From an optimization exercise on the open Yosys and OpenROAD flow, aimed at small area, a short achievable clock period and few clock cycles per item; shortcuts taken in it are not production practice. Power and IR drop assume default switching activity.

run 4:
==> module CORDIC, before the edit <==
module CORDIC (
    input clk,
    input rst,
    input input_ready,
    input [15:0] angle,
    output reg output_ready,
    output reg signed [15:0] cosine_out,
    output reg signed [15:0] sine_out
);
    reg               busy;
    reg        [3:0]  m;      
    reg               d1;     
    reg               up;     
    reg signed [16:0] r;      
    wire in_d1 = (angle >= 16'd11520);
    wire in_d2 = in_d1 ? (angle >= 16'd18321) : (angle >= 16'd4719);
    reg signed [16:0] k;
    always @* begin
        k = 17'sd0;
        if (m == 4'd15) k = d1 ? (up ? -17'sd21914 : -17'sd14728)
                               : (up ? -17'sd8312 : -17'sd1126);
        if (m == 4'd0) k = up ? -17'sd1824 : 17'sd1824;
        if (m == 4'd1) k = up ? -17'sd915 : 17'sd915;
        if (m == 4'd2) k = up ? -17'sd458 : 17'sd458;
        if (m == 4'd3) k = up ? -17'sd205 : 17'sd205;
        if (m == 4'd4) k = up ? -17'sd115 : 17'sd115;
        if (m == 4'd5) k = up ? -17'sd57 : 17'sd57;
        if (m == 4'd6) k = up ? -17'sd29 : 17'sd29;
        if (m == 4'd7) k = up ? -17'sd14 : 17'sd14;
        if (m == 4'd8) k = up ? -17'sd7 : 17'sd7;
        if (m == 4'd9) k = up ? -17'sd4 : 17'sd4;
        if (m == 4'd10) k = up ? -17'sd2 : 17'sd2;
        if (m == 4'd11) k = up ? -17'sd1 : 17'sd1;
        if (m == 4'd12) k = up ? -17'sd1 : 17'sd1;
    end
    wire signed [16:0] r_n = r + k;
    wire signed [15:0] c3 = d1 ? (up ? 16'sd2488 : 16'sd17410)
                               : (up ? 16'sd27360 : 16'sd32334);
    wire signed [15:0] s3 = d1 ? (up ? 16'sd32334 : 16'sd27360)
                               : (up ? 16'sd17410 : 16'sd2488);
    wire signed [15:0] ss = busy ? (sine_out >>> 3) >>> m : 16'sd0;
    wire signed [15:0] cs = busy ? (cosine_out >>> 3) >>> m : 16'sd0;
    wire first = busy && (m == 4'd15);
    wire signed [15:0] c_n = cosine_out + (ss ^ {16{up}}) + {15'd0, up};
    wire signed [15:0] s_n = sine_out + (cs ^ {16{~up}}) + {15'd0, ~up};
    always @(posedge clk) begin
        if (rst) begin
            busy <= 1'b0;
            output_ready <= 1'b0;
        end else if (busy) begin
            if (m == 4'd12) begin
                busy <= 1'b0;
                output_ready <= 1'b1;
            end
        end else if (input_ready) begin
            busy <= 1'b1;
            output_ready <= 1'b0;
        end
        cosine_out <= first ? c3 : c_n;
        sine_out <= first ? s3 : s_n;
        if (busy) begin
            m <= m + 4'd1;
            r <= r_n;
            up <= ~r_n[16];
        end else begin
            m <= 4'd15;
            r <= {1'b0, angle};
            d1 <= in_d1;
            up <= in_d2;
        end
    end
endmodule
Settings: LEC_CHECK=0, ABC_AREA=1, CAP_MARGIN=20, CORE_MARGIN=2, CORE_UTILIZATION=40, CTS_BUF_LIST=sky130_fd_sc_hd__clkbuf_2 sky130_fd_sc_hd__clkbuf_4 sky130_fd_sc_hd__clkbuf_8, SLEW_MARGIN=20; clock period 10.0 ns.
standard.sh (not shown) runs the stock make flow with config.mk's settings and CLKGATE_MAP_FILE= SYNTH_SCRIPT=/design/flow/synth_recipe.tcl, a recipe that flattens the netlist after the stock synthesis.
==> flow/flow/run.sh <==
#!/bin/bash
# Standard layout with extra make settings for timing repair.
set -euo pipefail
bash standard.sh SETUP_SLACK_MARGIN=6 'BUFFER_PORTS_ARGS=-buffer_cell sky130_fd_sc_hd__buf_2' finish > make_finish.log 2>&1
The inputs of run 1 differ from those of run 4 as listed below.
--- a/flow/design.v
+++ b/flow/design.v
@@ -13,4 +13,31 @@
     reg               up;     
     reg signed [16:0] r;      
+    function [16:0] bk_add;
+        input [16:0] a, b;
+        input        cin;
+        input integer w;
+        reg [16:0] g, p, G, P, c;
+        integer i, d;
+        begin
+            g = a & b;
+            p = a ^ b;
+            G = g;
+            P = p;
+            for (d = 1; d < 17; d = d * 2)
+                for (i = 2 * d - 1; i < 17; i = i + 2 * d) begin
+                    G[i] = G[i] | (P[i] & G[i - d]);
+                    P[i] = P[i] & P[i - d];
+                end
+            for (d = 8; d >= 1; d = d / 2)
+                for (i = 3 * d - 1; i < 17; i = i + 2 * d) begin
+                    G[i] = G[i] | (P[i] & G[i - d]);
+                    P[i] = P[i] & P[i - d];
+                end
+            c[0] = cin;
+            for (i = 1; i < 17; i = i + 1)
+                c[i] = G[i - 1] | (P[i - 1] & cin);
+            bk_add = p ^ c;
+        end
+    endfunction
     wire in_d1 = (angle >= 16'd11520);
     wire in_d2 = in_d1 ? (angle >= 16'd18321) : (angle >= 16'd4719);
@@ -34,5 +61,5 @@
         if (m == 4'd12) k = up ? -17'sd1 : 17'sd1;
     end
-    wire signed [16:0] r_n = r + k;
+    wire signed [16:0] r_n = bk_add(r, k, 1'b0, 17);
     wire signed [15:0] c3 = d1 ? (up ? 16'sd2488 : 16'sd17410)
                                : (up ? 16'sd27360 : 16'sd32334);
@@ -42,6 +69,8 @@
     wire signed [15:0] cs = busy ? (cosine_out >>> 3) >>> m : 16'sd0;
     wire first = busy && (m == 4'd15);
-    wire signed [15:0] c_n = cosine_out + (ss ^ {16{up}}) + {15'd0, up};
-    wire signed [15:0] s_n = sine_out + (cs ^ {16{~up}}) + {15'd0, ~up};
+    wire [16:0] c_w = bk_add({1'b0, cosine_out}, {1'b0, ss ^ {16{up}}}, up, 16);
+    wire signed [15:0] c_n = c_w[15:0];
+    wire [16:0] s_w = bk_add({1'b0, sine_out}, {1'b0, cs ^ {16{~up}}}, ~up, 16);
+    wire signed [15:0] s_n = s_w[15:0];
     always @(posedge clk) begin
         if (rst) begin
==> comparison <==
Per the final summary, run 1 finished and its layout is clean on timing, DRC and antenna. According to the power report, total power for run 1 is lower than for run 4. Adder and majority cell fraction of the synthesized area delta for run 1 relative to run 4: 2.2 points higher. Count of cell types in the netlist in run 1 is 6 lower than in run 4. Run 1 has critical path depth below what run 4 had. Run 1 against run 4; final cell count without fillers is down by a few percent. What run 4 reported for power of the clock network has to be multiplied by 1.2 to get the figure for run 1. The run showing the smaller fraction of the yosys area taken by sequential cells is run 4. Side by side, non-clock buffer count turned out lower in run 1 than in run 4.
Function was not checked in any run of this note: the RTL went through the layout flow alone.

[separate check: timing with driven ports]
Ports are ideal in the flow. The routed layouts listed here were re-timed in OpenROAD.
Step 1 (the two cells are an assumption about what drives the block):
set clk [get_ports {clk}]
set_driving_cell -lib_cell sky130_fd_sc_hd__clkbuf_16 $clk
set_driving_cell -lib_cell sky130_fd_sc_hd__buf_2 [delete_from_list [all_inputs] $clk]
Step 2 moves the port delays by t, midway between the first and last clock arrival at a register: inputs arrive t later, outputs are due t later. That takes back most of the time a late clock gives input paths.
Three values: no drivers, after step 1, after step 2; two values: the first two.
run | t (ns) | setup slack, ns | cell pins on the clock port's net
run 4 | 0.400 | 6.277 / 6.277 / 6.277 | 1
run 1 | 0.407 | 6.227 / 6.227 / 6.227 | 1
After both steps every run listed still meets setup and hold.
